This design comes from an exercise in tuning for small area on the open sky130 flow, not from production work.
For this run, only the layout was checked, not whether the RTL still works.
Power is estimated from default activity; no workload was simulated. The flow treats the clock pin as an ideal source, which a real chip does not have.

<file path="flow/config.mk">
export PLATFORM = sky130hd
export DESIGN_NAME = cam
export DESIGN_NICKNAME = cam
export VERILOG_FILES = /design/flow/design.v
export SDC_FILE = /design/flow/constraint.sdc
export NUM_CORES = 4
export LEC_CHECK = 0
export CAP_MARGIN = 0
export CORE_MARGIN = 2
export CORE_UTILIZATION = 67
export SETUP_SLACK_MARGIN = 0.3
export SLEW_MARGIN = 0
export SYNTH_HIERARCHICAL = 1
export SYNTH_MINIMUM_KEEP_SIZE = 0
</file>
<file path="flow/standard.sh">
#!/bin/bash
# synth_recipe.tcl (not shown) runs the flow's synth.tcl, then flattens the netlist and writes it again
# the make line also repeats each setting of config.mk as NAME=value (left out here)
make -C /OpenROAD-flow-scripts/flow DESIGN_CONFIG=/design/flow/config.mk WORK_HOME=/design/flow/orfs CLKGATE_MAP_FILE= SYNTH_SCRIPT=/design/flow/synth_recipe.tcl "${@:-finish}"
</file>
<file path="flow/constraint.sdc">
create_clock -name core_clock -period 10.0 [get_ports {clk_i}]
set_input_delay 2.0000 -clock core_clock [delete_from_list [all_inputs] [get_ports {clk_i}]]
set_output_delay 2.0000 -clock core_clock [all_outputs]
set_load 0.01 [all_outputs]
</file>
<file path="flow/design.v">
module aoi222 (input a1, a2, b1, b2, c1, c2, output y);
   assign y = ~((a1 & a2) | (b1 & b2) | (c1 & c2));
endmodule
module ao221 (input a1, a2, b1, b2, c, output y);
   assign y = (a1 & a2) | (b1 & b2) | c;
endmodule
module read_col (input [31:0] sel, input [31:0] d, output y);
   logic [9:0] t;
   logic [2:0] u;
   for (genvar k = 0; k < 10; k++) begin : g_t
      aoi222 u_t (.a1(sel[3*k]), .a2(d[3*k]), .b1(sel[3*k+1]), .b2(d[3*k+1]),
                  .c1(sel[3*k+2]), .c2(d[3*k+2]), .y(t[k]));
   end
   assign u[0] = ~&t[3:0];
   assign u[1] = ~&t[7:4];
   assign u[2] = ~&t[9:8];
   ao221 u_last (.a1(sel[30]), .a2(d[30]), .b1(sel[31]), .b2(d[31]), .c(|u), .y(y));
endmodule
module cam_decoder (input en, input [4:0] idx, output logic [31:0] dec);
   always_comb
     for (int j = 0; j < 32; j++)
       dec[j] = en & (idx == j);
endmodule
module row_match (input [31:0] q, input [31:0] s, input v, output m);
   assign m = v & (q == s);
endmodule
module cam #(parameter WIDTH = 32, parameter ADDR_WIDTH = 5)
  (
   input                         clk_i,
   input                         rst_i,
   input                         read_enable_i,
   input  [ADDR_WIDTH - 1 : 0]   read_index_i,
   input                         write_enable_i,
   input  [ADDR_WIDTH - 1 : 0]   write_index_i,
   input  [WIDTH - 1 : 0]        write_data_i,
   input                         search_enable_i,
   input  [WIDTH - 1 : 0]        search_data_i,
   output logic                  read_valid_o,
   output logic [WIDTH - 1 : 0]  read_value_o,
   output logic                  search_valid_o,
   output logic [ADDR_WIDTH - 1 : 0] search_index_o
   );
   localparam DEPTH = 1 << ADDR_WIDTH;
   logic [DEPTH - 1 : 0][WIDTH - 1 : 0] mem;
   logic [WIDTH - 1 : 0][DEPTH - 1 : 0] mem_t;
   logic [DEPTH - 1 : 0] valid;
   logic [DEPTH - 1 : 0] wen_lo, wen_hi;
   logic [DEPTH - 1 : 0] rsel_lo, rsel_hi;
   logic [DEPTH - 1 : 0] match;
   generate
      for (genvar j = 0; j < DEPTH; j++) begin : g_row
         always_ff @(posedge clk_i)
           if (wen_lo[j]) mem[j][WIDTH/2 - 1 : 0] <= write_data_i[WIDTH/2 - 1 : 0];
         always_ff @(posedge clk_i)
           if (wen_hi[j]) mem[j][WIDTH - 1 : WIDTH/2] <= write_data_i[WIDTH - 1 : WIDTH/2];
         always_ff @(posedge clk_i)
           if (rst_i) valid[j] <= 1'b0;
           else if (wen_lo[j]) valid[j] <= 1'b1;
         row_match u_match (.q(mem[j]), .s(search_data_i), .v(valid[j]), .m(match[j]));
         for (genvar b = 0; b < WIDTH; b++) begin : g_t
            assign mem_t[b][j] = mem[j][b];
         end
      end
      for (genvar b = 0; b < WIDTH/2; b++) begin : g_col_lo
         read_col u_col (.sel(rsel_lo), .d(mem_t[b]), .y(read_value_o[b]));
      end
      for (genvar b = WIDTH/2; b < WIDTH; b++) begin : g_col_hi
         read_col u_col (.sel(rsel_hi), .d(mem_t[b]), .y(read_value_o[b]));
      end
   endgenerate
   cam_decoder u_wdec_lo (.en(write_enable_i), .idx(write_index_i), .dec(wen_lo));
   cam_decoder u_wdec_hi (.en(write_enable_i), .idx(write_index_i), .dec(wen_hi));
   cam_decoder u_rdec_lo (.en(1'b1), .idx(read_index_i), .dec(rsel_lo));
   cam_decoder u_rdec_hi (.en(1'b1), .idx(read_index_i), .dec(rsel_hi));
   read_col u_vcol (.sel(rsel_hi), .d(valid), .y(read_valid_o));
   always_comb begin
      search_valid_o = search_enable_i & (|match);
      search_index_o = '0;
      for (int j = DEPTH - 1; j >= 0; j--)
        if (match[j]) search_index_o = j[ADDR_WIDTH - 1 : 0];
   end
endmodule
</file>
<file path="flow/flow/run.sh">
#!/bin/bash
# Own flow: the standard layout (standard.sh), with these changes:
#  - the port buffers are sky130 buf_2 cells instead of the resizer's default
#  - clock tree: larger sink clusters on clkbuf_16, no dummy loads
# Each step's full output goes to the ORFS logs under orfs/logs/, and
# standard.sh's own output to standard.log in this folder.
set -euo pipefail
export BUFFER_PORTS_ARGS="-buffer_cell sky130_fd_sc_hd__buf_2"
export CTS_ARGS="-sink_clustering_enable -repair_clock_nets -sink_clustering_size 30 -sink_clustering_max_diameter 90 -buf_list sky130_fd_sc_hd__clkbuf_16 -dont_use_dummy_load"
bash standard.sh finish > standard.log 2>&1
</file>
==> results.txt <==
report_power, final:
group          internal [uW]  switching [uW]
registers               4900            33.8
clock network            761            1290
logic                    195             472
total                   5860            1790
sequential cells by signal (all words and copies together), names as in the netlist:
signal  cells
mem      1024
valid      32
path summary, 6_finish.rpt:
kind | end | slack, ps
max | search_index_o[0] | 1620
min | valid[28]$_SDFFE_PP0P_ | 510
max reg2reg | valid[10]$_SDFFE_PP0P_ | 9330
min reg2reg | valid[28]$_SDFFE_PP0P_ | 510
cell usage in the layout, fill, tap and decap left out, drive strengths merged, types with 2 or more instances in the layout:
cell	count
edfxtp	1024
xor2	992
a222oi	330
buf	256
nor4	229
nor2	204
nand4	102
nor3	69
nand3	66
clkbuf	45
nand2	42
or3	33
a221o	33
xnor2	32
dfxtp	32
conb	16
nand4bb	12
nand4b	12
nand2b	9
a21oi	7
inv	7
or2	4
or4b	4
o31ai	3
o2111ai	2
o31a	2
o21ai	2
a2111oi	2
Yosys stat by module (local to each module, per instance):
| module | cell area, um^2 | cells |
|---|---|---|
| cam | 32100 | 1190 |
| row_match | 355.3 | 44 |
| cam_decoder | 234.0 | 47 |
| read_col | 22.52 | 4 |
| ao221 | 10.01 | 1 |
| aoi222 | 10.01 | 1 |
metrics by stage:
step	power, uW	area (um^2)	setup slack (ps)	utilization	std cells
after floorplan	5302	48840	4337	-	3296
after global placement	5646	51770	2038	0.7218	4487
after detailed placement	5668	51770	1963	0.7218	4487
after CTS	7601	52820	1939	0.7364	4529
after global routing	7798	52850	1733	0.7367	4532
final	7649	52850	1624	0.7368	4533
worst max-delay path, cell delays in order:
cell and delay (ps):
buf_2 710, xor2_1 160, nor4_1 1110, nand4_1 230
nor3_2 400, nor3b_2 240, nor3_1 90, o31ai_2 470
o2111ai_1 280, a221oi_2 440, buf_2 210
metal layers:
layer  global-route usage  up-vias  part of all wire  routed length (um)
met1               0.6017    16920              0.34               57220
met5             0.001284        -           0.00065                 110
met4               0.1731       10             0.048                8037
met2               0.6352     3152              0.42               70780
li1                     -    13830                 -                   -
met3               0.1952      460              0.19               31870
Yosys cell counts, types with 6 or more instances:
master / instances / share of area
inv_1: 6 / 0.00046
nand2_1: 42 / 0.0032
xor2_1: 992 / 0.18
nor3_1: 37 / 0.0038
a222oi_1: 330 / 0.068
nand4b_1: 12 / 0.0022
xnor2_1: 32 / 0.0057
nor4_1: 226 / 0.029
a221o_1: 33 / 0.0068
nor3_2: 32 / 0.0066
or3_1: 33 / 0.0042
nand3_1: 65 / 0.0067
nand4bb_1: 12 / 0.0028
nor2_1: 204 / 0.016
clkbuf_1: 15 / 0.0012
a21oi_1: 6 / 0.00062
dfxtp_1: 32 / 0.013
edfxtp_1: 1024 / 0.63
nand4_1: 102 / 0.013
nand2b_1: 8 / 0.0010
cells by family (layout without fill, tap and decap cells):
group           Yosys count  count (layout)  share of synthesized area
buf+inv                  22             308                   0.001693
simple gates            791             791                    0.09213
other cells               1              17                 0.00007687
xor+xnor               1024            1024                     0.1839
flops                  1056            1056                     0.6435
compound gates          387             387                    0.07877
final cells by class:
class	count	area [um^2]	area share
multi-input combinational	2218	17540	0.3318
tap	950	1189	0.02249
clock buffer	42	1051	0.01989
antenna	1	2.502	0.00004735
inverter	7	26.28	0.0004972
sequential	1056	31390	0.5940
timing repair buffer	259	1654	0.03130
==> results.ini <==
[synth]
ys_ff_latch=1056
ys.flop_type=edfxtp_1
yosysUniqueCellTypes=48
ys_async_sr_fraction=0
synth_edf_count=1024
synthCells=3281
avgSynthCellArea_um2=14.87
syn_area_um2=48780
yosys_warnings=8
ys_seq_area_frac=0.6435

[worst_setup_path]
reg2reg_depth=2
setup.worst_path.start=search_data_i[2]
cp.arrival_ps=6380
crit_required_ps=8000
crit_type=in -> out
path_max_fanout=29
r2r-start=valid[10]$_SDFFE_PP0P_
cp-start-kind=primary input
cp-end-kind=primary output

[drt]
postRouteAntennaNets=0
wl_um=168000
via_count=34360
drc=0
wl_per_cell_um=37.07
drt-initial-drc-count=7203
firstDrtPassIters=10
vias_per_cell=7.581

[global_route]
grt_pass1_vias=33310
antenna_found_initial=5
grt_max_degree=33
grt_pass1_wl_um=232500
track_usage=0.4445
grt_overflow=0

[die]
pin_count=118
die-area_um2=74980
die_y_um=273.8
start_util=0.6801
die_w_um=273.8
rows=98
coreArea_um2=71730

[worst_hold_path]
whs_path_depth=2
min_from=valid[28]$_SDFFE_PP0P_
hp-class=reg -> reg

[power_and_ir_drop]
peakVddDrop_uv=175.4
p_per_area_nw_per_um2=144.7
p_leak_uw=0.01759

[cts]
cts_tree=yes
postCtsHoldBufs=0
clkSinkCount=1056
clk_pin_slew_ps=110
clockRootBuffer=clkbuf_16
cts_htree_levels=2
numCtsBuffers=42
cts_buffer_depth=3
clk_latency_ps=600
post_cts_buffers=0
cts-resized-gates=0

[timing]
relSlewSlack=-0.06907
worstMarginPinSlew_ps=1589
fmax_mhz=119.4
tns_ps=0
final-setup-viol-count=0
whs_ps=511.5
period_minus_slack_ps=8376
finalCritPeriodShare=0.8376
skew_ps=0
hold_viol=0
drv_slew=22
rsz0062_at_grt=false

[job]
max_cap_violations=6

[placement]
io_buffers=116
gp_congestion=1.088
dp_hpwl_um=118600

[layout]
n_fill_cell=4631
final_nets=3663
area_delta_synth_final_pct=8.336
drive_gt1_frac=0.1167

[outcome]
check.faults=max-capacitance violations, max-slew violations
status=failed layout checks

separate check: timing with driven ports:
How much do the figures lean on ideal ports? The routed layout below was timed once more, with nothing changed but the port constraints. Step 1: set_driving_cell puts a clkbuf_16 on clk_i and a buf_2 on each other input, an assumption about the parent block. Step 2 also shifts input and output timing later by t, the mid clock arrival at the registers, as if the neighbouring blocks saw the same clock. Slacks: no drivers / after step 1 / after step 2; pairs: no drivers / after step 1.
shift t [ns]: 0.695
slack for setup (ns): 1.624 / 1.596 / 1.596
hold slack, ns: 0.512 / 0.512 / 0.512
clock arrival spread, ns: 0.052 / 0.052
cell pins on the clock port's net: 1
The setup slack of this run moves by -0.028 ns with the drivers and by -0.028 ns with both steps.
